Context: an optimization exercise on an open-source flow, tuned for small area. The choices shown serve that exercise and are no tape-out recipe. Only simulation tests tie the RTL to the original design; equivalence was not proved. Power is estimated from default activity; no workload was simulated. No driver is modelled on the clock port, so clocking that relies on it looks cheaper here than on a real chip.

==> flow/design.v <==
module stack #(parameter STACK_DEPTH=8, STACK_WIDTH=72, PC_WIDTH=32)
	(
	input                         clk,
	input  [STACK_DEPTH-1:0]      we_hi,
	input  [STACK_DEPTH-1:0]      we_pc,
	input  [STACK_WIDTH-1:0]      bus_e,
	input  [STACK_WIDTH-1:0]      bus_o,
	input  [STACK_DEPTH-1:0]      rsel,
	output [STACK_WIDTH-1:0]      rd
	);
reg [STACK_WIDTH-1:0] S [0:STACK_DEPTH-1];
genvar r;
generate
for (r = 0; r < STACK_DEPTH; r = r + 1) begin : row
	wire [STACK_WIDTH-1:0] wd = r[0] ? bus_o : bus_e;
	always @(posedge clk) begin
		if (we_hi[r]) S[r][STACK_WIDTH-1:PC_WIDTH] <= wd[STACK_WIDTH-1:PC_WIDTH];
		if (we_pc[r]) S[r][PC_WIDTH-1:0] <= wd[PC_WIDTH-1:0];
	end
end
endgenerate
integer i;
reg [STACK_WIDTH-1:0] rd_r;
always @(*) begin
	rd_r = {STACK_WIDTH{1'b0}};
	for (i = 0; i < STACK_DEPTH; i = i + 1)
		rd_r = rd_r | ({STACK_WIDTH{rsel[i]}} & S[i]);
end
assign rd = rd_r;
endmodule
module 	control_divergence_stack	#(parameter STACK_DEPTH=8, LOG2_STACK_DEPTH=3, STACK_WIDTH=72, PC_WIDTH=32)
					(
					clk,
					rst_n,
					is_branch,
					data_in_1,
					data_in_2,
					new_reconv_PC,
					fetch_PC,
					stack_full,
					stack_empty,
					sm_busy,
					data_out,
					data_vld
					);
input 	clk;
input	rst_n;
input 	is_branch;
input	[STACK_WIDTH-1:0] data_in_1;
input	[STACK_WIDTH-1:0] data_in_2;
input	[PC_WIDTH-1:0]	  new_reconv_PC;
input	[PC_WIDTH-1:0]	  fetch_PC;
output	stack_full;
output	stack_empty;
output	sm_busy;
output	[STACK_WIDTH-1:0] data_out;
output	data_vld;
reg	busy, vld, st_a;
reg	[LOG2_STACK_DEPTH-1:0] top;
reg	full;
reg	[PC_WIDTH-1:0] nrpc_q;
wire	[STACK_WIDTH-1:0] rd;
wire	idle      = !busy;
wire	empty     = (top == 3'd0) && !full;
wire	st_save   = busy & !st_a;		 
wire	st_pop    = busy & vld & st_a;
wire	[PC_WIDTH-1:0] R = st_a ? rd[63:32] : rd[PC_WIDTH-1:0];
wire	match     = (fetch_PC == R) && !empty;
wire	br        = idle & is_branch;
wire	do_pop    = idle & !is_branch & match;
wire	inc       = br | st_save;
wire	dec       = do_pop;
wire	[LOG2_STACK_DEPTH-1:0] top_p1 = top + 3'd1;
wire	[LOG2_STACK_DEPTH-1:0] top_m1 = top - 3'd1;
wire	[LOG2_STACK_DEPTH-1:0] ridx   = busy ? (st_pop ? top : top - 3'd2) :
					(st_a ? top_m1 : top - 3'd3);
always @(posedge clk)
begin
	if (!rst_n)
	begin
		busy <= 1'b0;
		vld  <= 1'b0;
		st_a <= 1'b0;
		top  <= 3'd0;
		full <= 1'b0;
	end
	else
	begin
		busy <= br | do_pop | (st_save & vld);
		vld  <= (br & !empty) | do_pop;
		st_a <= busy ? vld : (do_pop | (st_a & !is_branch));
		if (inc)
			top <= top_p1;
		else if (dec)
			top <= top_m1;
		if (inc && top == 3'd7)
			full <= 1'b1;
		else if (dec && top == 3'd0)
			full <= 1'b0;
	end
end
always @(posedge clk)
	nrpc_q <= new_reconv_PC;
wire	[STACK_WIDTH-1:0] din_e = top[0] ? data_in_2 : data_in_1;
wire	[STACK_WIDTH-1:0] din_o = top[0] ? data_in_1 : data_in_2;
wire	[STACK_WIDTH-1:0] bus_e = {din_e[STACK_WIDTH-1:PC_WIDTH], busy ? nrpc_q : din_e[PC_WIDTH-1:0]};
wire	[STACK_WIDTH-1:0] bus_o = {din_o[STACK_WIDTH-1:PC_WIDTH], busy ? nrpc_q : din_o[PC_WIDTH-1:0]};
wire	[STACK_DEPTH-1:0] sel_t   = 8'd1 << top;
wire	[STACK_DEPTH-1:0] sel_t1  = 8'd1 << top_p1;
wire	[STACK_DEPTH-1:0] rsel    = 8'd1 << ridx;
wire	[STACK_DEPTH-1:0] we_hi   = br ? (sel_t | sel_t1) : 8'd0;
wire	[STACK_DEPTH-1:0] we_pc   = we_hi | (st_save ? rsel : 8'd0);
stack	#(.STACK_DEPTH(STACK_DEPTH), .STACK_WIDTH(STACK_WIDTH), .PC_WIDTH(PC_WIDTH))
	STACK	(
		.clk	(clk),
		.we_hi	(we_hi),
		.we_pc	(we_pc),
		.bus_e	(bus_e),
		.bus_o	(bus_o),
		.rsel	(rsel),
		.rd	(rd)
		);
assign	sm_busy     = busy;
assign	data_vld    = vld;
assign	stack_full  = full;
assign	stack_empty = empty;
assign	data_out    = rd;
endmodule
==> flow/flow/run.sh <==
#!/bin/bash
# The standard layout (standard.sh), with:
#  - the combinational mapping done by an area-oriented abc script,
#  - port buffers of the smallest buffer cell,
#  - a clock tree of clkbuf_4/clkbuf_8 without dummy loads.
set -euo pipefail
here=$(pwd)
export MY_ABC_SCRIPT=$here/flow/area.abc
export BUFFER_PORTS_ARGS="-buffer_cell sky130_fd_sc_hd__buf_1"
export CTS_ARGS="-sink_clustering_enable -repair_clock_nets -dont_use_dummy_load -buf_list {sky130_fd_sc_hd__clkbuf_4 sky130_fd_sc_hd__clkbuf_8} -sink_clustering_buffer sky130_fd_sc_hd__clkbuf_16 -sink_clustering_size 30 -sink_clustering_max_diameter 80"
sed "s|SYNTH_SCRIPT=[^ ]*|SYNTH_SCRIPT=$here/flow/synth.tcl|" standard.sh > my_standard.sh
grep -q "SYNTH_SCRIPT=$here/flow/synth.tcl" my_standard.sh
bash my_standard.sh > flow.log 2>&1
==> flow/flow/area.abc <==
strash
dc2
&get -n
&dch -f
&nf -R 1000 -p
&put
strash
&get -n
&dch -f
&nf -R 1000 -p
&put
topo
==> flow/flow/synth.tcl <==
# The standard synthesis (synth_recipe.tcl), with only the abc script
# of the combinational mapping replaced by flow/area.abc
proc synth {args} { yosys synth -nofsm -noshare {*}$args }
proc abc {args} {
  set i [lsearch -exact $args -script]
  if {$i >= 0} { lset args [expr {$i + 1}] $::env(MY_ABC_SCRIPT) }
  yosys abc {*}$args
}
source $::env(SCRIPTS_DIR)/synth.tcl
# left out here: clear keep_hierarchy, flatten, clean up, hide names made inside functions, write 1_2_yosys.v
==> flow/standard.sh <==
#!/bin/bash
# synth_recipe.tcl (not shown) runs the flow's synth.tcl, then flattens the netlist and writes it again
# the make line also repeats each setting of config.mk as NAME=value (left out here)
make -C /OpenROAD-flow-scripts/flow DESIGN_CONFIG=/design/flow/config.mk WORK_HOME=/design/flow/orfs CLKGATE_MAP_FILE= SYNTH_SCRIPT=/design/flow/synth_recipe.tcl "${@:-finish}"
==> flow/config.mk <==
export PLATFORM = sky130hd
export DESIGN_NAME = control_divergence_stack
export DESIGN_NICKNAME = control_divergence_stack
export VERILOG_FILES = /design/flow/design.v
export SDC_FILE = /design/flow/constraint.sdc
export NUM_CORES = 4
export LEC_CHECK = 0
export CAP_MARGIN = 20
export CORE_MARGIN = 2
export CORE_UTILIZATION = 30
export SLEW_MARGIN = 20
==> flow/constraint.sdc <==
create_clock -name core_clock -period 7.0 [get_ports {clk}]
set_input_delay 1.4000 -clock core_clock [delete_from_list [all_inputs] [get_ports {clk}]]
set_output_delay 1.4000 -clock core_clock [all_outputs]
set_load 0.01 [all_outputs]
==> results of run 1 <==
## per-layer routing
metal,track usage,vias up
li1,-,6601
met1,0.246,7711
met2,0.276,758
met3,0.0354,70
met4,0.0397,2
met5,0,-
## power groups by stage
stage | Combinational (mW) | Clock (mW) | Sequential (mW)
detailed placement | 2.10 | 0 | 4.59
global placement | 2.08 | 0 | 4.58
CTS | 2.10 | 1.79 | 4.51
finish | 2.08 | 1.74 | 4.50
floorplan | 1.03 | 0 | 4.59
global route | 2.24 | 1.90 | 4.53
## final cells by class
cell class,count,share of cell area
diodes,1,0.0000910
inverters,46,0.00628
well taps,1050,0.0478
flip-flops and latches,615,0.658
multi-input cells,719,0.205
repair buffers,336,0.0573
clock buffers,29,0.0252
## worst max-delay path: stages, from the launching register on
cell,delay [ns]
dfxtp_1,0.49
clkinv_1,0.26
ha_1,0.44
nor2_1,0.13
a21oi_1,0.07
o21a_1,0.45
nor2_4,0.90
buf_4,0.43
a22oi_1,0.14
nand4_1,0.25
buf_1,0.25
## cell usage in the layout, fill, tap and decap left out, types with 4 or more instances in the layout
| cell type | n |
|---|---|
| nand3_1 | 38 |
| clkbuf_16 | 26 |
| a21oi_1 | 10 |
| clkinv_1 | 45 |
| nor2_1 | 27 |
| mux2_1 | 82 |
| o22ai_4 | 6 |
| buf_12 | 10 |
| nor4_1 | 5 |
| nand4_1 | 39 |
| edfxtp_1 | 576 |
| nand2_1 | 83 |
| ha_1 | 9 |
| a221oi_1 | 4 |
| nor2b_1 | 5 |
| dfxtp_1 | 37 |
| nand2b_1 | 5 |
| xor2_1 | 4 |
| buf_1 | 286 |
| mux2i_1 | 23 |
| xnor2_1 | 20 |
| a222oi_1 | 107 |
| nor2_4 | 17 |
| o22ai_1 | 4 |
| a22oi_1 | 207 |
| buf_4 | 40 |
## cell usage after synthesis
library cell and n:
a22o_1 1, a21o_1 2, a221o_1 2, edfxtp_1 576, a31oi_1 1, nor4_1 5, o2bb2ai_1 1, a222oi_1 107
a2bb2oi_1 2, nor3b_1 1, o21a_1 2, and3_1 1, nand2b_1 5, nor3_1 2, a221oi_1 4, a21oi_1 11
a2111oi_0 1, nand3_1 38, o22ai_1 10, or2_0 1, mux2_1 82, xor2_1 4, nor2b_1 5, nor2_1 44
dfxtp_1 39, and2_0 1, nand2_1 83, o2111ai_1 1, nand4_1 39, ha_1 9, xnor2_1 20, o21ai_0 4
a22oi_1 207, mux2i_1 23, clkinv_1 46
## flip-flops by register name, indices dropped and copies added (netlist names)
register,count
STACK.S,576
nrpc_q,32
top,3
busy,1
full,1
st_a,1
vld,1
## cells by family after synthesis
kind of cell	synth area share
AO/OA/AOI/OAI	0.123
buffers and inverters	0.00729
flip-flops	0.764
AND/OR/NAND/NOR	0.0440
adder cells (fa/ha/maj)	0.00476
XOR/XNOR	0.00888
multiplexers	0.0487
## path summary, 6_finish.rpt
| check | startpoint | endpoint | slack [ns] | cells after the start |
|---|---|---|---|---|
| setup / recovery | top[2] | data_out[58] | 1.03 | 10 |
| hold / removal | nrpc_q[30] | STACK.S[5][30] | 0.59 | 2 |
| setup reg to reg | top[2] | top[1] | 1.31 | 19 |
| hold reg to reg | nrpc_q[30] | STACK.S[5][30] | 0.59 | 2 |
## per-stage QoR
step           power [mW]  cells  hold slack [ns]  area, µm²  setup WS [ns]
2_1_floorplan        5.62   1380            0.567      23700          0.459
3_3_place_gp         6.66   2766            0.574      26800           1.38
3_5_place_dp         6.69   2766            0.556      26800           1.38
4_1_cts              8.40   2795            0.595      27500           1.05
5_1_grt              8.67   2795            0.623      27500          0.833
6_report             8.33   2796            0.589      27500           1.03
==> run notes, run 1 <==
status=complete, no violations; HPWL after DPL=48.8 mm; Peak VDD IR=173 µV; final setup fails=0; Die ar.=81200 µm²; area leader, netlist=edfxtp_1; WL/cell=26.3 µm; footprint of the multi-input gates=5650 µm²; RD Place Congestion=0.895; Reg clk slew, reported paths=0.11 ns; Clk Latency, worst-skew pair=0.75 ns; met3 WL post-DR=a little over 7 mm; pin count of the biggest net entering global routing=65; die height=285 µm; max-cap viol count=0; CTS max path bufs=3; first-pass GRT wire length=roughly 100 mm; Netlist cell types=35; Internal Power=5.71 mW; post-route ant nets=0; CP required=5.60 ns; P_sw=2.62 mW; Final Cycle Share=0.852; PortBufs=~290; post-layout util=0.350; Starting DRT DRC Count=1995; final slew viol count=0; die width=between 200 and 300 µm; Worst setup EP type=primary output; CP Launch Type=register; routed wire length=73.5 mm; final hold violation count=0; area grow syn2layout=16.1%; Setup Total Neg Slack=0 ns; share of cells above drive strength 1=0.0619; post-synthesis sequential area ratio=0.764; Num CTS Buffers=29; GRT Residual Overflow=0; Initial Utilization=0.301; post-synth top area share=0.731; #FFs+latches synth=approximately 620; Max Fanout on Critical Path=25; post-cts gate resize count=0; Worst Hold Class=reg2reg; initial antenna violation count=3; synthesized area=23700 µm²; Final Skew=0.0637 ns; Fillers=7614; GR Util All Layers=0.174; RSZ-0062 raised after global routing=no; Comb pwr share=0.250; vias=15142; row cnt=103; Met2 Wirelength=33.9 mm; number of remaining DRC errors=0; Critical Path AT=between 4 and 5 ns; WS Path Type=reg2out; Sequential Power Share=0.541; # Post-CTS Setup Buffers=0; number of global-route vias before repair=14696; main area contributors after synthesis=edfxtp_1 73%, a22oi_1 6.6%, a222oi_1 4.5%, mux2_1 3.9%, dfxtp_1 3.3%; CTS tree=done; Cells after Synth=1380; worst slew pin tran=around 1.1 ns; DR pass1 iterations=9; switch share=0.315; Period minus WS final=approximately 6 ns; Final #Nets=1967; Leakage=between 8 and 9 nW; Sequential Area=approximately 18000 µm²; synthesized area per cell=17.2 µm²; Clock power frac=0.209; Worst slew margin=0.262; wl on met1=31.0 mm; Cell Pwr Density=303 nW/µm²; hold_buf cts=0; YS warnings=3; Vias/cell=5.42; core area=78600 µm²; Max Freq=about 0.17 GHz; CTS root buffer=clkbuf_8; post-synth net total=1600; number of I/O pins=287; clock sinks=615; top routing layer in use=met5; number of H-tree levels=1
==> run 2: changes to the inputs <==
--- a/flow/flow/run.sh
+++ b/flow/flow/run.sh
@@ -8,2 +8,3 @@
 export MY_ABC_SCRIPT=$here/flow/area.abc
+export DONT_USE_CELLS="sky130_fd_sc_hd__buf_6 sky130_fd_sc_hd__buf_8 sky130_fd_sc_hd__buf_12 sky130_fd_sc_hd__buf_16"
 export BUFFER_PORTS_ARGS="-buffer_cell sky130_fd_sc_hd__buf_1"
--- a/flow/config.mk
+++ b/flow/config.mk
@@ -9,3 +9,3 @@
 export CORE_MARGIN = 2
-export CORE_UTILIZATION = 30
+export CORE_UTILIZATION = 35
 export SLEW_MARGIN = 20
==> run 2 against run 1 <==
Compared with the run above: area after synthesis stayed put; non-clock buffer count unchanged; clock power about the same; count of clock-buffer cells in the layout unchanged; cell count decreased by 6.4%; routed wire length shrank 1.4%; maximum frequency is 1.0% lower; clock skew hardly changed; sequential power about the same; via count is 0.77% higher; critical endpoint is now data_out[53]; highest routed layer unchanged.
==> run notes, run 2 <==
status=complete, no violations; WL/cell=27.7 µm; WS Path Type=reg2out; final hold violation count=0; CTS root buffer=clkbuf_8; core area=67000 µm²; most frequent cells in the layout=576 x edfxtp_1, 286 x buf_1, 207 x a22oi_1; max-cap viol count=0; Netlist cell types=35; main area contributors after synthesis=edfxtp_1 73%, a22oi_1 6.6%, a222oi_1 4.5%, mux2_1 3.9%, dfxtp_1 3.3%; CP Launch Type=register; Final #Nets=between 1500 and 2000; first-pass GRT wire length=104 mm; Peak VDD IR=between 150 and 200 µV; HPWL after DPL=between 40 and 50 mm; PortBufs=roughly 290; Setup WS post-layout=0.973 ns; CP Cell Sequence=clkinv_1 -> ha_1 -> nor2_1 -> a21oi_1 -> o21a_1 -> nor2_4 -> buf_4 -> a22oi_1 -> nand4_1 -> buf_1; most frequent cell after synthesis=edfxtp_1; area leader, netlist=edfxtp_1; CTS tree=done; wl on met1=29.9 mm; Largest register FFs=576; CP required=~5.6 ns; RD Place Congestion=0.920; Buf/Inv on CP=3; Period minus WS final=about 6.0 ns; number of H-tree levels=1; Worst setup EP type=primary output; post-route ant nets=0; Worst path top cell family by delay=buffers and inverters; Critical Path AT=4.63 ns; asr flop ratio synth=0; Biggest register=STACK.S; number of remaining DRC errors=0; DP Worst Slack=1.14 ns; Initial Utilization=0.353; share of cells above drive strength 1=0.0607; Max Freq=~0.17 GHz; Hold WS=0.531 ns; Worst slew margin=0.367; Final Skew=0.0641 ns; Num CTS Buffers=29; Cell Pwr Density=about 310 nW/µm²; #FFs+latches synth=615; Setup Total Neg Slack=0 ns; die height=264 µm; routed wire length=72.5 mm; largest registers=STACK.S x576, nrpc_q x32, top x3; number of I/O pins=approximately 290; area grow syn2layout=14.9%; Synth Flop Type=edfxtp_1; most common cell after layout, fill and taps aside=edfxtp_1; worst slew pin tran=0.941 ns; Largest stage delay, worst path=0.70 ns; Placed Area=26500 µm²; DR pass1 iterations=9; Die ar.=~70000 µm²; Cells after Synth=1380; final setup fails=0; met3 WL post-DR=5.75 mm; Vias/cell=5.83; synthesized area=23700 µm²; ant diodes=0; Met2 Wirelength=between 30 and 40 mm; synthesized area per cell=17.2 µm²; Critical Path Slowest Stage Cell=nor2_4; die width=264 µm; post-cts gate resize count=0; RSZ-0062 raised after global routing=no; # Post-CTS Setup Buffers=0; row cnt=95; post-layout util=0.406; GR Util All Layers=0.202; hold_buf cts=0; pin count of the biggest net entering global routing=65; number of synthesized flops with an enable pin=576; CTS max path bufs=3; post-synth net total=1600; Cell Count, Final, Fillers Out=2618; Reg clk slew, reported paths=0.10 ns; post-synthesis sequential area ratio=0.764; YS warnings=3; top routing layer in use=met5; top cells by count, synth=576 x edfxtp_1, 207 x a22oi_1, 107 x a222oi_1; Worst Hold Class=reg2reg; Leakage=roughly 8.5 nW; initial antenna violation count=1; Max Fanout on Critical Path=39; Inst Count DP=2589; vias=15259; Final Cycle Share=0.861; Clk Latency, worst-skew pair=roughly 0.75 ns; post-synth top area share=0.731; Starting DRT DRC Count=2144; number of global-route vias before repair=14874; GRT Residual Overflow=0; post-route cell area=27200 µm²; final slew viol count=0; clock sinks=615; PnR Total Power=8.33 mW
## run 2: cell counts after synthesis
Identical to the previous run, type by type.
## run 2: routing by layer
layer / track usage / vias up
met3: 0.0252 / 83
met2: 0.336 / 779
met1: 0.281 / 7801
met5: 0 / -
met4: 0.0524 / 2
li1: - / 6594
## run 2: layout make-up
cell class              count  area, µm²
repair buffers            336       1520
fillers                  6193      39800
flip-flops and latches    615      18100
well taps                 873       1090
clock buffers              29        692
inverters                  46        173
multi-input cells         719       5650
## run 2: final timing paths
check              start            to  slack, ns  depth (start not counted)
hold reg to reg   top[0]        top[0]       0.53                          1
setup reg to reg  top[2]        top[1]       0.98                         17
hold / removal    top[0]        top[0]       0.53                          1
setup / recovery  top[2]  data_out[53]       0.97                         10
## run 2: power by group
group          switching (mW)  leakage (nW)  internal [mW]
registers              0.0788          5.62           4.42
logic                    1.48          2.57          0.582
clock network            1.07         0.342          0.692
total                    2.63          8.53           5.70
## run 2: kinds of logic after synthesis
family	Yosys count	synth area share
adders and majority gates	9	0.00476
and+or+nand+nor	225	0.0440
muxes	105	0.0487
xor gates and xnor gates	24	0.00888
AOI/OAI and AO/OA	356	0.123
DFF	615	0.764
buffers and inverters	46	0.00729
==> run 3: changes to the inputs <==
==> flow/flow/run.sh (replaced) <==
#!/bin/bash
# The standard layout (standard.sh), with:
#  - the combinational mapping done by an area-oriented abc script,
#  - port buffers of the smallest buffer cell,
#  - a clock tree of clkbuf_4/clkbuf_8 without dummy loads.
set -euo pipefail
here=$(pwd)
export MY_ABC_SCRIPT=$here/flow/area.abc
export BUFFER_PORTS_ARGS="-buffer_cell sky130_fd_sc_hd__buf_1"
export CTS_ARGS="-sink_clustering_enable -repair_clock_nets -dont_use_dummy_load -buf_list {sky130_fd_sc_hd__clkbuf_4 sky130_fd_sc_hd__clkbuf_8} -sink_clustering_buffer sky130_fd_sc_hd__clkbuf_16 -sink_clustering_size 33 -sink_clustering_max_diameter 90"
sed "s|SYNTH_SCRIPT=[^ ]*|SYNTH_SCRIPT=$here/flow/synth.tcl|" standard.sh > my_standard.sh
grep -q "SYNTH_SCRIPT=$here/flow/synth.tcl" my_standard.sh
bash my_standard.sh > flow.log 2>&1
==> flow/flow/area.abc (replaced) <==
strash
dc2
&get -n
&dch -f
&nf -R 1000 -p
&put
strash
&get -n
&dch
&nf -R 1000 -p
&put
topo
==> run 3 against run 2 <==
Compared with the run above: still clean; flip-flop and latch count unchanged; clock skew down 0.0087 ns; count of clock-buffer cells in the layout down 4; maximum frequency up 1.3%; setup slack better by 0.078 ns; register-to-register slack better by 0.15 ns; core utilization down 0.38 points; critical path type unchanged.
==> run notes, run 3 <==
core area=67000 µm²; r2r setup slk=1.13 ns; Final Skew=0.0553 ns; pin count of the biggest net entering global routing=81; post-route cell area=27000 µm²; synthesized area per cell=approximately 17 µm²; max-cap viol count=0; Die ar.=69600 µm²; post-synth net total=1620; vias=approximately 15000; Critical Path AT=4.55 ns; WS Path Type=reg2out; Final Cycle Share=0.850; CTS tree=done; number of remaining DRC errors=0; first-pass GRT wire length=101 mm; most common cell after layout, fill and taps aside=edfxtp_1; top cells by count, synth=576 x edfxtp_1, 169 x a22oi_1, 139 x nand2_1; Placed Area=26400 µm²; largest registers=STACK.S x576, nrpc_q x32, top x3; Worst setup EP type=primary output; Worst slew margin=0.283; Cell Pwr Density=300 nW/µm²; asr flop ratio synth=0; Hold WS=around 0.57 ns; post-cts gate resize count=0; die width=~260 µm; Setup Total Neg Slack=0 ns; row cnt=95; GRT Residual Overflow=0; Leakage=8.48 nW; RSZ-0062 raised after global routing=no; Hold Startpoint=nrpc_q[2]; CP Launch Type=register; main area contributors after synthesis=edfxtp_1 73%, a22oi_1 5.4%, a222oi_1 4.3%, mux2_1 4.1%, dfxtp_1 3.3%; worst hold path depth=2; post-route ant nets=0; Fillers=6211; FF-to-FF End=top[1]; Reg clk slew, reported paths=roughly 0.12 ns; CTS max path bufs=3; Biggest register=STACK.S; post-layout util=0.402; Clk Latency, worst-skew pair=0.70 ns; Vias/cell=5.68; worst slew pin tran=1.08 ns; synthesized area=23600 µm²; CP required=~5.6 ns; HPWL after DPL=approximately 45 mm; die height=264 µm; initial antenna violation count=2; Max Fanout on Critical Path=23; WL/cell=26.8 µm; DR pass1 iterations=7; clock sinks=around 620; Period minus WS final=5.95 ns; number of global-route vias before repair=14753; Sequential Area=18100 µm²; most frequent cells in the layout=576 x edfxtp_1, 286 x buf_1, 169 x a22oi_1; Cells after Synth=1400; GR Util All Layers=0.197; Largest register FFs=between 500 and 600; Hold Path Sink=STACK.S[0][2]; final hold violation count=0; number of I/O pins=287; number of H-tree levels=1; Synth Flop Type=edfxtp_1; PortBufs=286; status=complete, no violations; Num CTS Buffers=25; footprint of the multi-input gates=around 5700 µm²; routed wire length=70.5 mm; number of synthesized flops with an enable pin=576; # Post-CTS Setup Buffers=0; hold_buf cts=0; CTS root buffer=clkbuf_8; Initial Utilization=0.352; #FFs+latches synth=slightly above 600; final setup fails=0; Reg2Reg Depth=18; RD Place Congestion=0.857; Final #Nets=~2000; area grow syn2layout=14.1%; share of cells above drive strength 1=0.0543; Max Freq=0.168 GHz; Starting DRT DRC Count=~1900; final slew viol count=0; Worst Hold Class=reg2reg; YS warnings=3; Peak VDD IR=178 µV; post-synth top area share=0.732; area leader, netlist=edfxtp_1; post-synthesis sequential area ratio=0.765; most frequent cell after synthesis=edfxtp_1; Netlist cell types=33; FF-to-FF Start=top[2]
-- run 3: worst max-delay path by stage --
stage,end,cells past startpoint,slack (ns),startpoint
finish,data_out[61],11,1.05,top[2]
global placement,top[1],18,1.07,top[2]
global route,top[1],18,0.60,top[2]
CTS,top[1],18,0.69,top[2]
detailed placement,top[1],18,0.74,top[2]
floorplan,top[0],19,0.07,top[0]
-- run 3: cell type report --
type / instances / share of cell area
sequential: 615 / 0.671
multi-input combinational: 760 / 0.211
tap: 873 / 0.0405
antenna: 2 / 0.000186
clock buffer: 25 / 0.0220
timing repair buffer: 326 / 0.0520
inverter: 25 / 0.00348
-- run 3: report_power, final --
| part | switching [mW] | total [mW] | leakage (nW) | internal [mW] |
|---|---|---|---|---|
| Sequential | 0.0713 | 4.49 | 5.61 | 4.42 |
| Combinational | 1.44 | 1.99 | 2.57 | 0.549 |
| Clock | 1.02 | 1.62 | 0.293 | 0.597 |
-- run 3: worst max-delay path, stage by stage (launching register included) --
cell      delay (ns)
dfxtp_1         0.50
clkinv_1        0.23
ha_1            0.43
nor2_1          0.13
a211oi_1        0.08
a21o_1          0.41
nor2_4          0.71
buf_4           0.44
buf_4           0.27
a22oi_1         0.12
nand4_1         0.25
buf_1           0.24
-- run 3: cells by family after synthesis --
group | after synthesis | synth area share
AO/OA/AOI/OAI | 307 | 0.108
adder cells (fa/ha/maj) | 9 | 0.00477
buffers and inverters | 25 | 0.00397
flip-flops | 615 | 0.765
XOR/XNOR | 25 | 0.00927
multiplexers | 107 | 0.0498
AND/OR/NAND/NOR | 312 | 0.0593
-- run 3: through the flow --
stage / worst slack [ns] / std cells / total power [mW]
detailed placement: 0.744 / 2599 / 6.59
CTS: 0.692 / 2624 / 8.17
global placement: 1.07 / 2599 / 6.55
finish: 1.05 / 2626 / 8.10
floorplan: 0.0693 / 1400 / 5.60
global route: 0.604 / 2626 / 8.42
-- run 3: routing by layer --
metal / vias to the layer above / part of all wire / GRT usage
met4: 0 / 0.023 / 0.0447
met3: 72 / 0.079 / 0.0314
li1: 6568 / - / -
met2: 656 / 0.49 / 0.334
met5: - / 0 / 0
met1: 7611 / 0.41 / 0.268
==> run 4: changes to the inputs <==
--- a/flow/flow/run.sh
+++ b/flow/flow/run.sh
@@ -4,3 +4,3 @@
 #  - port buffers of the smallest buffer cell,
-#  - a clock tree of clkbuf_4/clkbuf_8 without dummy loads.
+#  - a clock tree without dummy loads: clkbuf_16 at the leaves, clkbuf_4/8 above.
 set -euo pipefail
==> run 4 against run 3 <==
Compared with the run above: setup slack did not move; clock skew is the same; critical endpoint unchanged; via count unchanged; combinational power is essentially flat; area after synthesis is the same; largest power group unchanged; non-clock buffer count unchanged; register-to-register slack about the same; global-route usage stayed put.
==> run notes, run 4 <==
Leakage=~8.5 nW; row cnt=95; top cells by count, synth=576 x edfxtp_1, 169 x a22oi_1, 139 x nand2_1; Setup WS post-layout=1.05 ns; Max Freq=0.168 GHz; final slew viol count=0; final hold violation count=0; Critical Path AT=4.55 ns; HPWL after DPL=45.5 mm; Netlist cell types=33; number of I/O pins=287; YS warnings=3; post-synth top area share=0.732; hold_buf cts=0; Largest register FFs=576; pin count of the biggest net entering global routing=81; CP Launch Type=register; Clk Latency, worst-skew pair=0.70 ns; number of remaining DRC errors=0; Synth Flop Type=edfxtp_1; WL/cell=26.8 µm; RD Place Congestion=0.857; Final Skew=around 0.055 ns; Worst Hold Class=reg2reg; PnR Total Power=between 8 and 9 mW; area grow syn2layout=14.1%; asr flop ratio synth=0; CTS root buffer=clkbuf_8; max-cap viol count=0; GR Util All Layers=0.197; WS Path Type=reg2out; status=complete, no violations; post-cts gate resize count=0; routed wire length=just over 70 mm; Vias/cell=5.68; Hold WS=0.574 ns; most common cell after layout, fill and taps aside=edfxtp_1; Cell Count, Final, Fillers Out=between 2000 and 3000; DR pass1 iterations=7; Max Fanout on Critical Path=23; clock sinks=615; Starting DRT DRC Count=1880; DP Worst Slack=0.744 ns; post-synthesis sequential area ratio=0.765; Reg clk slew, reported paths=0.12 ns; worst slew pin tran=1.08 ns; vias=14907; synthesized area=23600 µm²; post-synth net total=1620; number of synthesized flops with an enable pin=576; Fillers=6211; Final #Nets=1973; #FFs+latches synth=615; Cell Pwr Density=~300 nW/µm²; Period minus WS final=5.95 ns; Worst slew margin=0.283; CTS max path bufs=3; GRT Residual Overflow=0; Peak VDD IR=~180 µV; die height=264 µm; CTS tree=done; most frequent cells in the layout=576 x edfxtp_1, 286 x buf_1, 169 x a22oi_1; number of H-tree levels=1; share of cells above drive strength 1=0.0543; RSZ-0062 raised after global routing=no; CP required=5.60 ns; Final Cycle Share=0.850; Setup Total Neg Slack=0 ns; Num CTS Buffers=25; die width=264 µm; final setup fails=0; most frequent cell after synthesis=edfxtp_1; Biggest register=STACK.S; post-route ant nets=0; Die ar.=69600 µm²; Cells after Synth=1400; number of global-route vias before repair=~15000; Initial Utilization=0.352; Inst Count DP=approximately 2600; area leader, netlist=edfxtp_1; # Post-CTS Setup Buffers=0; initial antenna violation count=2; Worst setup EP type=primary output; main area contributors after synthesis=edfxtp_1 73%, a22oi_1 5.4%, a222oi_1 4.3%, mux2_1 4.1%, dfxtp_1 3.3%; largest registers=STACK.S x576, nrpc_q x32, top x3; first-pass GRT wire length=101 mm; synthesized area per cell=16.9 µm²; PortBufs=between 200 and 300; core area=roughly 67000 µm²
run 4: cell counts in the layout (fill, tap and decap cells not counted):
Identical to the previous run, type by type.
run 4: where the power goes:
part	total, mW	switching, mW	leakage (nW)	internal, mW
logic	1.99	1.44	2.57	0.549
registers	4.49	0.0713	5.61	4.42
clock network	1.62	1.02	0.293	0.597
total	8.10	2.53	8.48	5.57
run 4: worst paths after layout:
kind / startpoint / end / slack [ns] / depth (start not counted)
worst min-delay path: nrpc_q[2] / STACK.S[0][2] / 0.57 / 2
worst min register to register: nrpc_q[2] / STACK.S[0][2] / 0.57 / 2
worst max-delay path: top[2] / data_out[61] / 1.05 / 11
worst max register to register: top[2] / top[1] / 1.13 / 18
run 4: metrics by stage:
| step | area (µm²) | utilization |
|---|---|---|
| 3_5_place_dp | 26400 | 0.393 |
| 2_1_floorplan | 23700 | - |
| 6_report | 27000 | 0.402 |
| 3_3_place_gp | 26400 | 0.393 |
| 4_1_cts | 26900 | 0.402 |
| 5_1_grt | 27000 | 0.402 |
run 4: layer usage:
metal,track usage,wire length [µm],vias to the layer above
met4,0.0447,1600,0
li1,-,-,6568
met1,0.268,28700,7611
met5,0,0,-
met2,0.334,34700,656
met3,0.0314,5550,72
run 4: cells by family (layout without fill, tap and decap cells):
logic type | after synthesis | after routing | share of synthesized area
flip-flops | 615 | 615 | 0.765
AND/OR/NAND/NOR | 312 | 312 | 0.0593
AO/OA/AOI/OAI | 307 | 307 | 0.108
multiplexers | 107 | 107 | 0.0498
XOR/XNOR | 25 | 25 | 0.00927
buffers and inverters | 25 | 376 | 0.00397
adder cells (fa/ha/maj) | 9 | 9 | 0.00477
other | 0 | 2 | 0
run 4: layout make-up:
class	instances	area (µm²)	share of cell area
flip-flops and latches	615	18100	0.671
multi-input cells	760	5690	0.211
repair buffers	326	1400	0.0520
well taps	873	1090	0.0405
clock buffers	25	592	0.0220
inverters	25	93.8	0.00348
diodes	2	5.00	0.000186
run 4: worst max-delay path, cell delays in order (launching register included):
cell,delay [ns]
dfxtp_1,0.50
clkinv_1,0.23
ha_1,0.43
nor2_1,0.13
a211oi_1,0.08
a21o_1,0.41
nor2_4,0.71
buf_4,0.44
buf_4,0.27
a22oi_1,0.12
nand4_1,0.25
buf_1,0.24
==> run 5: changes to the inputs <==
--- a/flow/design.v
+++ b/flow/design.v
@@ -16,4 +16,4 @@
 	always @(posedge clk) begin
-		if (we_hi[r]) S[r][STACK_WIDTH-1:PC_WIDTH] <= wd[STACK_WIDTH-1:PC_WIDTH];
-		if (we_pc[r]) S[r][PC_WIDTH-1:0] <= wd[PC_WIDTH-1:0];
+		if (we_hi[r]) S[r][STACK_WIDTH-1:PC_WIDTH] <= ~wd[STACK_WIDTH-1:PC_WIDTH];
+		if (we_pc[r]) S[r][PC_WIDTH-1:0] <= ~wd[PC_WIDTH-1:0];
 	end
@@ -28,3 +28,3 @@
 end
-assign rd = rd_r;
+assign rd = ~rd_r;
 endmodule
==> run 5 against run 4 <==
Compared with the run above: combinational power increased by 18%; cell area decreased by 0.50%; first-iteration DRC count increased by 9.6%; flip-flop and latch count unchanged; clock power about the same; global-route usage increased by 0.31 points; critical path depth unchanged; non-clock buffer count increased by 9; largest power group unchanged; routed wire length increased by 1.8%; clock skew increased by 0.023 ns; synthesized cell count decreased by 7.6%; still clean on timing, DRC and antenna; critical endpoint unchanged.
==> run notes, run 5 <==
status=complete, no violations; Leakage=8.05 nW; worst hold path depth=2; pin count of the biggest net entering global routing=65; Peak VDD IR=171 µV; Num CTS Buffers=24; # Post-CTS Setup Buffers=0; vias=around 15000; die width=263 µm; WS Path Type=reg2out; Cell Pwr Density=318 nW/µm²; Period minus WS final=6.23 ns; Cells after Synth=1293; post-synth net total=1513; GR Util All Layers=0.200; #FFs+latches synth=615; post-synth top area share=0.738; hold_buf cts=0; synthesized area per cell=18.1 µm²; HPWL after DPL=47.8 mm; Fillers=~6000; number of I/O pins=287; Placed Area=about 26000 µm²; initial antenna violation count=2; first-pass GRT wire length=roughly 100 mm; Final #Nets=1874; clock sinks=between 600 and 700; post-route ant nets=0; number of global-route vias before repair=14177; most frequent cells in the layout=576 x edfxtp_1, 286 x buf_1, 122 x a222oi_1; most frequent cell after synthesis=edfxtp_1; final slew viol count=0; Starting DRT DRC Count=2061; main area contributors after synthesis=edfxtp_1 74%, a222oi_1 5.2%, mux2i_1 4.8%, dfxtp_1 3.3%, o221ai_1 2.4%; asr flop ratio synth=0; YS warnings=3; final hold violation count=0; P_sw=2.77 mW; die height=263 µm; Initial Utilization=0.355; Worst slew margin=0.340; final setup fails=0; Sequential Power Share=0.538; share of cells above drive strength 1=0.0605; RSZ-0062 raised after global routing=no; number of remaining DRC errors=0; PortBufs=~290; Clock power frac=0.187; Biggest register=STACK.S; Largest register FFs=576; Comb pwr share=0.274; number of H-tree levels=1; DP Worst Slack=between 0.7 and 0.8 ns; Worst Hold Class=reg2reg; routed wire length=71.8 mm; number of synthesized flops with an enable pin=576; Setup Total Neg Slack=0 ns; post-route cell area=26800 µm²; CTS root buffer=clkbuf_8; Max Fanout on Critical Path=36; area leader, netlist=edfxtp_1; area grow syn2layout=14.4%; Internal Power=5.75 mW; GRT Residual Overflow=0; Max Freq=0.160 GHz; Setup WS post-layout=0.769 ns; Reg2Reg Depth=20; RD Place Congestion=between 0.9 and 1; max-cap viol count=0; top cells by count, synth=576 x edfxtp_1, 122 x a222oi_1, 113 x mux2i_1; Final Cycle Share=0.890; CTS max path bufs=3; Netlist cell types=35; largest registers=STACK.S x576, nrpc_q x32, top x3; Final Skew=0.0779 ns; Hold WS=0.593 ns; synthesized area=23500 µm²; WL/cell=28.5 µm; switch share=0.325; Reg clk slew, reported paths=around 0.11 ns; CP required=5.60 ns; Worst setup EP type=primary output; Critical Path AT=4.83 ns; Clk Latency, worst-skew pair=~0.71 ns; post-cts gate resize count=0; worst slew pin tran=around 1 ns; Synth Flop Type=edfxtp_1; CP Launch Type=register; core area=66100 µm²; CTS tree=done; Vias/cell=5.81; Die ar.=69100 µm²; row cnt=94; DR pass1 iterations=8; most common cell after layout, fill and taps aside=edfxtp_1; post-synthesis sequential area ratio=0.771
[run 5: changes by cell type after synthesis, moves of 39 or more]
cell,change
nand2_1,-79
mux2_1,-85
nand3_1,-78
a22oi_1,-100
and3_1,+39
o221ai_1,+63
mux2i_1,+91
[run 5: final cells by class]
cell class	instances	area (µm²)	share of cell area
sequential	615	18100	0.674
multi-input combinational	674	5570	0.208
timing repair buffer	335	1500	0.0561
tap	864	1080	0.0403
clock buffer	24	567	0.0211
inverter	4	15.0	0.000560
antenna	1	2.50	0.0000933
[run 5: per-stage QoR]
stage | utilization | total power, mW | instances
detailed placement | 0.397 | 7.03 | 2492
floorplan | - | 5.85 | 1293
finish | 0.406 | 8.52 | 2517
global placement | 0.397 | 6.99 | 2492
CTS | 0.406 | 8.57 | 2516
global route | 0.406 | 8.84 | 2517
[run 5: final timing paths]
check / startpoint / endpoint / slack [ns]
max: top[2] / data_out[61] / 0.77
max reg2reg: top[2] / top[0] / 0.83
min: top[1] / top[1] / 0.59
min reg2reg: top[1] / top[1] / 0.59
[run 5: power groups by stage]
stage | logic (mW) | registers [mW] | clock network (mW)
detailed placement | 2.36 | 4.67 | 0
floorplan | 1.16 | 4.68 | 0
global placement | 2.33 | 4.66 | 0
CTS | 2.36 | 4.59 | 1.62
finish | 2.34 | 4.59 | 1.59
global route | 2.50 | 4.61 | 1.73
[run 5: logic make-up (layout without fill, tap and decap cells)]
logic type      count (synthesis)  in the layout  share of synthesized area
fa+ha+maj                       9              9                    0.00480
flops                         615            615                      0.771
buf+inv                         4            363                   0.000640
simple gates                  210            210                     0.0483
compound gates                321            321                      0.119
mux                           113            113                     0.0482
other cells                     0              1                          0
xor+xnor                       21             21                    0.00784
[run 5: layer usage]
layer  up-vias  wire length (µm)  global-route usage
met2       725             34300               0.329
li1       6364                 -                   -
met4         0              1480              0.0446
met5         -                 0                   0
met3        69              6630              0.0364
met1      7465             29400               0.278
[run 5: worst max-delay path, stage by stage (launching register included)]
cell,delay [ns]
dfxtp_1,0.51
clkinv_1,0.25
ha_1,0.47
nor2_1,0.07
a211oi_1,0.36
a21o_1,0.55
nor2_4,0.34
buf_12,0.30
buf_4,0.22
a222oi_1,0.34
nor2b_1,0.46
buf_1,0.24
==> run 6: changes to the inputs <==
--- a/flow/flow/run.sh
+++ b/flow/flow/run.sh
@@ -9,3 +9,3 @@
 export BUFFER_PORTS_ARGS="-buffer_cell sky130_fd_sc_hd__buf_1"
-export CTS_ARGS="-sink_clustering_enable -repair_clock_nets -dont_use_dummy_load -buf_list {sky130_fd_sc_hd__clkbuf_4 sky130_fd_sc_hd__clkbuf_8} -sink_clustering_buffer sky130_fd_sc_hd__clkbuf_16 -sink_clustering_size 33 -sink_clustering_max_diameter 90"
+export CTS_ARGS="-sink_clustering_enable -repair_clock_nets -dont_use_dummy_load -buf_list {sky130_fd_sc_hd__clkbuf_4 sky130_fd_sc_hd__clkbuf_8} -sink_clustering_buffer sky130_fd_sc_hd__clkbuf_16 -sink_clustering_size 30 -sink_clustering_max_diameter 80"
 sed "s|SYNTH_SCRIPT=[^ ]*|SYNTH_SCRIPT=$here/flow/synth.tcl|" standard.sh > my_standard.sh
==> run 6 against run 5 <==
Compared with the run above: still clean; combinational power is essentially flat; sequential share of layout area shrank 0.25 points; setup slack is essentially flat; clock power grew 7%; cell count grew 0.16%.
==> run notes, run 6 <==
worst hold path depth=2; Comb pwr share=0.272; first-pass GRT wire length=102 mm; crit path launch=top[2]; core area=66100 µm²; Synth Flop Type=edfxtp_1; number of remaining DRC errors=0; # Post-CTS Setup Buffers=0; GR Util All Layers=0.200; Hold Startpoint=top[1]; final hold violation count=0; number of global-route vias before repair=14257; Inst Count DP=2492; top cells by count, synth=576 x edfxtp_1, 122 x a222oi_1, 113 x mux2i_1; number of H-tree levels=1; vias=14699; Max Freq=0.160 GHz; row cnt=94; largest registers=STACK.S x576, nrpc_q x32, top x3; Cells after Synth=approximately 1300; footprint of the multi-input gates=5570 µm²; Biggest register=STACK.S; GRT Residual Overflow=0; final setup fails=0; status=complete, no violations; Netlist cell types=35; met2 usage=0.327; Final Cycle Share=0.890; Reg2Reg Depth=19; post-cts gate resize count=0; main area contributors after synthesis=edfxtp_1 74%, a222oi_1 5.2%, mux2i_1 4.8%, dfxtp_1 3.3%, o221ai_1 2.4%; met1 usage=0.276; Die ar.=approximately 69000 µm²; HPWL after DPL=47.8 mm; Leakage=8.10 nW; Num CTS Buffers=28; max-cap viol count=0; CTS max path bufs=3; area leader, netlist=edfxtp_1; most common cell after layout, fill and taps aside=edfxtp_1; #FFs+latches synth=615; area grow syn2layout=14.8%; synthesized area=23500 µm²; Clk Latency, worst-skew pair=around 0.71 ns; Final Skew=0.0433 ns; number of synthesized flops with an enable pin=576; Sequential Power Share=0.531; Vias/cell=about 5.8; RD Place Congestion=0.936; post-synth top area share=0.738; number of I/O pins=287; PortBufs=286; CP Launch Type=register; Worst slew margin=0.354; CTS root buffer=clkbuf_8; Worst Hold Class=reg2reg; routed wire length=between 70 and 80 mm; initial antenna violation count=2; post-synth net total=1513; share of cells above drive strength 1=0.0628; synthesized area per cell=18.1 µm²; WL/cell=28.4 µm; Initial Utilization=0.355; Largest register FFs=576; Sequential Area=18100 µm²; Period minus WS final=6.23 ns; Cell Pwr Density=between 300 and 400 nW/µm²; hold_buf cts=0; FF-to-FF Start=top[2]; Placed Area=26300 µm²; switch share=0.323; CTS tree=done; pin count of the biggest net entering global routing=65; gr busiest metal=met2; die height=about 260 µm; Cell Count, Final, Fillers Out=2521; post-route cell area=around 27000 µm²; final slew viol count=0; clock sinks=between 600 and 700; YS warnings=3; Worst setup EP type=register; post-route ant nets=0; DP Worst Slack=0.793 ns; Peak VDD IR=158 µV; Critical Path AT=6.84 ns; WS Path Type=reg2reg; most frequent cell after synthesis=edfxtp_1; Starting DRT DRC Count=roughly 2000; Internal Power=5.84 mW; Setup WS post-layout=0.769 ns; Max Fanout on Critical Path=22; worst slew pin tran=0.967 ns; most frequent cells in the layout=576 x edfxtp_1, 286 x buf_1, 122 x a222oi_1; Setup Total Neg Slack=0 ns; P_sw=2.79 mW; Fillers=between 6000 and 7000; post-synthesis sequential area ratio=0.771; met3 Use GR=0.0372; asr flop ratio synth=0; die width=~260 µm; Final #Nets=around 1900; CP required=7.61 ns; Clock power frac=0.197; Reg clk slew, reported paths=around 0.10 ns; PnR Total Power=8.63 mW; DR pass1 iterations=7; RSZ-0062 raised after global routing=no
==> run 6: worst max-delay path: stages, from the launching register on <==
cell and delay, ns:
dfxtp_1 0.50, clkinv_1 0.26, ha_1 0.47, nor2_1 0.07, a211oi_1 0.36, a21oi_1 0.28
buf_4 0.29, nor2_4 0.60, buf_4 0.41, a222oi_1 0.15, and4_1 0.26, mux2i_1 0.18
xor2_1 0.25, o2111ai_1 0.15, a2111oi_0 0.42, o2111ai_1 0.18, nor4_1 0.69, nor2_1 0.24
xnor2_1 0.18, and2_0 0.16
==> run 6: final cells by class <==
type | instances | area share
Inverter | 4 | 0.000558
Sequential cell | 615 | 0.672
Clock buffer | 28 | 0.0248
Antenna cell | 1 | 0.0000929
Tap cell | 864 | 0.0402
Timing Repair Buffer | 335 | 0.0559
Multi-Input combinational cell | 674 | 0.207
==> run 6: cell families (layout without fill, tap and decap cells) <==
logic type | after synthesis | after routing | share of synthesized area
AO/OA/AOI/OAI | 321 | 321 | 0.119
XOR/XNOR | 21 | 21 | 0.00784
adder cells (fa/ha/maj) | 9 | 9 | 0.00480
buffers and inverters | 4 | 367 | 0.000640
flip-flops | 615 | 615 | 0.771
multiplexers | 113 | 113 | 0.0482
other | 0 | 1 | 0
AND/OR/NAND/NOR | 210 | 210 | 0.0483
==> run 6: worst paths after layout <==
check | endpoint | slack [ns]
worst min register to register | top[1] | 0.59
worst max-delay path | top[0] | 0.77
worst min-delay path | top[1] | 0.59
worst max register to register | top[0] | 0.77
==> run 6: through the flow <==
| stage | hold slack [ns] | utilization |
|---|---|---|
| 4_1_cts | 0.587 | 0.407 |
| 2_1_floorplan | 0.505 | - |
| 5_1_grt | 0.619 | 0.407 |
| 3_3_place_gp | 0.536 | 0.397 |
| 6_report | 0.588 | 0.407 |
| 3_5_place_dp | 0.574 | 0.397 |
==> run 6: power by group through the flow <==
stage / Combinational (mW) / Clock (mW) / Sequential [mW]
2_1_floorplan: 1.16 / 0 / 4.68
3_3_place_gp: 2.33 / 0 / 4.66
3_5_place_dp: 2.36 / 0 / 4.67
4_1_cts: 2.36 / 1.73 / 4.59
5_1_grt: 2.50 / 1.85 / 4.61
6_report: 2.34 / 1.70 / 4.59
==> run 6: metal layers <==
metal,vias up,share of wire
met2,710,0.48
met5,-,0
met4,0,0.024
met1,7541,0.41
met3,68,0.090
li1,6380,-
==> run 7: changes to the inputs <==
--- a/flow/design.v
+++ b/flow/design.v
@@ -16,4 +16,4 @@
 	always @(posedge clk) begin
-		if (we_hi[r]) S[r][STACK_WIDTH-1:PC_WIDTH] <= ~wd[STACK_WIDTH-1:PC_WIDTH];
-		if (we_pc[r]) S[r][PC_WIDTH-1:0] <= ~wd[PC_WIDTH-1:0];
+		if (we_hi[r]) S[r][STACK_WIDTH-1:PC_WIDTH] <= wd[STACK_WIDTH-1:PC_WIDTH];
+		if (we_pc[r]) S[r][PC_WIDTH-1:0] <= wd[PC_WIDTH-1:0];
 	end
@@ -28,3 +28,3 @@
 end
-assign rd = ~rd_r;
+assign rd = rd_r;
 endmodule
==> flow/run.sh (new file) <==
#!/bin/bash
# synth_recipe.tcl (not shown) runs the flow's synth.tcl, then flattens the netlist and writes it again
# the make line also repeats each setting of config.mk as NAME=value (left out here)
make -C /OpenROAD-flow-scripts/flow DESIGN_CONFIG=/design/flow/config.mk WORK_HOME=/design/flow/orfs CLKGATE_MAP_FILE= SYNTH_SCRIPT=/design/flow/synth_recipe.tcl finish
--- a/flow/config.mk
+++ b/flow/config.mk
@@ -7,2 +7,3 @@
 export LEC_CHECK = 0
+export ABC_AREA = 1
 export CAP_MARGIN = 20
@@ -10,2 +11,5 @@
 export CORE_UTILIZATION = 35
+export CTS_BUF_LIST = sky130_fd_sc_hd__clkbuf_8 sky130_fd_sc_hd__clkbuf_16
+export CTS_CLUSTER_DIAMETER = 80
+export CTS_CLUSTER_SIZE = 30
 export SLEW_MARGIN = 20
removed: flow/flow/run.sh
removed: flow/flow/area.abc
removed: flow/flow/synth.tcl
removed: flow/standard.sh
==> run 7 against run 6 <==
Compared with the run above: count of clock-buffer cells in the layout rose by 7; area after synthesis rose by 14%; maximum frequency rose by 0.22%; hold slack got worse by 0.089 ns; sequential power fell by 2%; first-iteration DRC count fell by 3.9%; die area rose by 14%; critical path depth fell by 6; combinational power rose by 15%; non-clock buffer count fell by 1; flip-flop and latch count did not move; largest power group unchanged.
==> run notes, run 7 <==
RD Place Congestion=~0.9; Largest register FFs=about 580; Reg2Reg Depth=21; CTS tree=done; GR Util All Layers=0.215; post-synth net total=2802; r2r setup slk=1.83 ns; Initial Utilization=0.354; initial antenna violation count=1; final setup fails=0; Worst path top cell family by delay=buffers and inverters; main area contributors after synthesis=edfxtp_1 64%, nand2_1 12%, o21ai_0 3.6%, dfxtp_1 2.9%, nor2_1 2.6%; CP Cell Sequence=ha_1 -> ha_1 -> inv_1 -> nand2_1 -> nand3_2 -> nand2_4 -> nand3_2 -> inv_2 -> buf_4 -> a22o_1 -> a21oi_1 -> nand3_1 -> clkdlybuf4s50_1; first-pass GRT wire length=123 mm; YS warnings=3; Max Freq=~0.16 GHz; Reg clk slew, reported paths=0.10 ns; CP required=5.60 ns; post-synth top area share=0.644; pin count of the biggest net entering global routing=97; Worst setup endpoint=data_out[68]; Worst setup EP type=primary output; DR pass1 iterations=7; Leakage=approximately 12 nW; largest registers=STACK.S x576, nrpc_q x32, top x3; area grow syn2layout=19.3%; # Post-CTS Setup Buffers=0; Cell Pwr Density=298 nW/µm²; most frequent cell after synthesis=nand2_1; RSZ-0062 raised after global routing=no; Biggest register=STACK.S; Worst slew margin=0.331; die height=roughly 280 µm; Largest stage delay, worst path=0.54 ns; WL/cell=approximately 22 µm; Vias/cell=5.02; vias=19447; status=complete, no violations; Critical Path Slowest Stage Cell=clkdlybuf4s50_1; Netlist cell types=36; Cells after Synth=around 2600; number of H-tree levels=2; synthesized area per cell=10.4 µm²; Num CTS Buffers=34; most common cell after layout, fill and taps aside=nand2_1; routed wire length=86.2 mm; Synth Flop Type=edfxtp_1; HPWL after DPL=55.9 mm; WS Path Type=reg2out; worst hold path depth=2; Worst Hold Class=reg2reg; Setup Total Neg Slack=0 ns; GRT Residual Overflow=0; post-cts gate resize count=0; final slew viol count=0; final hold violation count=0; critical path depth=13; Fillers=7152; die width=281 µm; post-route ant nets=0; Final #Nets=3040; number of synthesized flops with an enable pin=576; CP Launch Type=register; number of global-route vias before repair=18048; Die ar.=78900 µm²; Buf/Inv on CP=4; Final Skew=0.0320 ns; post-synthesis sequential area ratio=0.673; core area=roughly 76000 µm²; row cnt=101; max-cap viol count=0; CTS max path bufs=3; most frequent cells in the layout=886 x nand2_1, 576 x edfxtp_1, 286 x clkdlybuf4s50_1; clock sinks=slightly above 600; Critical Path AT=4.82 ns; Final Cycle Share=0.888; number of remaining DRC errors=0; #FFs+latches synth=approximately 620; crit path launch=top[1]; Peak VDD IR=210 µV; synthesized area=26900 µm²; share of cells above drive strength 1=0.0527; Starting DRT DRC Count=1879; FF-to-FF Start=top[1]; Hold WS=between 0.4 and 0.5 ns; asr flop ratio synth=0; top cells by count, synth=886 x nand2_1, 576 x edfxtp_1, 192 x o21ai_0; CTS root buffer=clkbuf_16; PortBufs=roughly 290; area leader, netlist=edfxtp_1; Clk Latency, worst-skew pair=0.58 ns; Max Fanout on Critical Path=43; worst slew pin tran=between 0.9 and 1 ns; hold_buf cts=0; Period minus WS final=just over 6 ns; number of I/O pins=287; FF-to-FF End=top[2]
run 7: report_power, final:
group | internal, mW | leakage, nW | switching (mW) | total, mW
clock network | 0.998 | 0.564 | 1.33 | 2.33
logic | 0.888 | 6.29 | 1.81 | 2.70
registers | 4.45 | 5.61 | 0.0661 | 4.51
total | 6.33 | 12.5 | 3.20 | 9.54
run 7: worst min path at each step:
stage               from    to  slack, ns
detailed placement  full  full       0.49
CTS                 full  full       0.50
global route        full  full       0.52
global placement    full  full       0.49
floorplan           full  full       0.50
finish              full  full       0.50
run 7: worst min-delay path: cells and delay by family, from the launching register on:
family,cells,cell delay [ns]
and+or+nand+nor,1,0.07
DFF,1,0.34
AOI/OAI and AO/OA,1,0.05
run 7: per-stage QoR:
step / util / instance area [µm²] / std cells / total power, mW / setup WS (ns)
after global routing: 0.422 / 32000 / 3875 / 9.95 / 0.489
after CTS: 0.422 / 32000 / 3874 / 9.61 / 0.723
final: 0.422 / 32000 / 3875 / 9.54 / 0.783
after floorplan: - / 26900 / 2582 / 5.96 / 1.86
after detailed placement: 0.406 / 30900 / 3814 / 7.30 / 1.39
after global placement: 0.406 / 30900 / 3814 / 7.29 / 1.44
run 7: cell type report:
class	instances	area [µm²]	share of cell area
flip-flops and latches	615	18100	0.565
diodes	1	2.50	0.0000781
multi-input cells	1645	7540	0.235
clock buffers	35	876	0.0273
clock inverters	25	293	0.00914
repair buffers	334	3240	0.101
well taps	1030	1290	0.0402
inverters	190	716	0.0223
run 7: cell families after synthesis:
family,after synthesis,share of synthesized area
xor+xnor,3,0.00126
buf+inv,322,0.0512
fa+ha+maj,9,0.00419
compound gates,321,0.0653
flops,615,0.673
simple gates,1312,0.205
run 7: metal layers:
layer  GRT usage  routed length (µm)  vias up  part of all wire
li1            -                   -     9273                 -
met1       0.295               36700     9361              0.43
met2       0.353               41000      723              0.48
met3      0.0365                6440       90             0.075
met4      0.0538                2060        0             0.024
met5           0                   0        -                 0

port drivers added, routing unchanged:
No port has a modelled driver above. Below, the same layouts with a new extraction and two added sets of constraints. Step 1: set_driving_cell puts a clkbuf_16 on clk and a buf_2 on each other input, an assumption about the parent block. Step 2 times the ports against the registers' clock, not the clock port: input delays grow and output delays shrink by t, the midpoint of the rising clock arrivals with the driver on. Three values: no drivers, after step 1, after step 2; two values: the first two.
run | t, ns | setup slack, ns | clock arrival spread, ns | pins driven straight from the clock port
run 1 | 0.777 | 1.034 / 0.978 / 1.308 | 0.068 / 0.068 | 1
run 2 | 0.765 | 0.973 / 0.917 / 0.978 | 0.107 / 0.106 | 1
run 3 | 0.738 | 1.051 / 0.993 / 1.134 | 0.060 / 0.059 | 1
run 4 | 0.738 | 1.051 / 0.993 / 1.134 | 0.060 / 0.059 | 1
run 5 | 0.731 | 0.769 / 0.713 / 0.833 | 0.080 / 0.080 | 1
run 6 | 0.750 | 0.769 / 0.749 / 0.769 | 0.058 / 0.058 | 1
run 7 | 0.627 | 0.783 / 0.726 / 1.353 | 0.040 / 0.040 | 1
After both steps setup and hold are still met in every run listed.
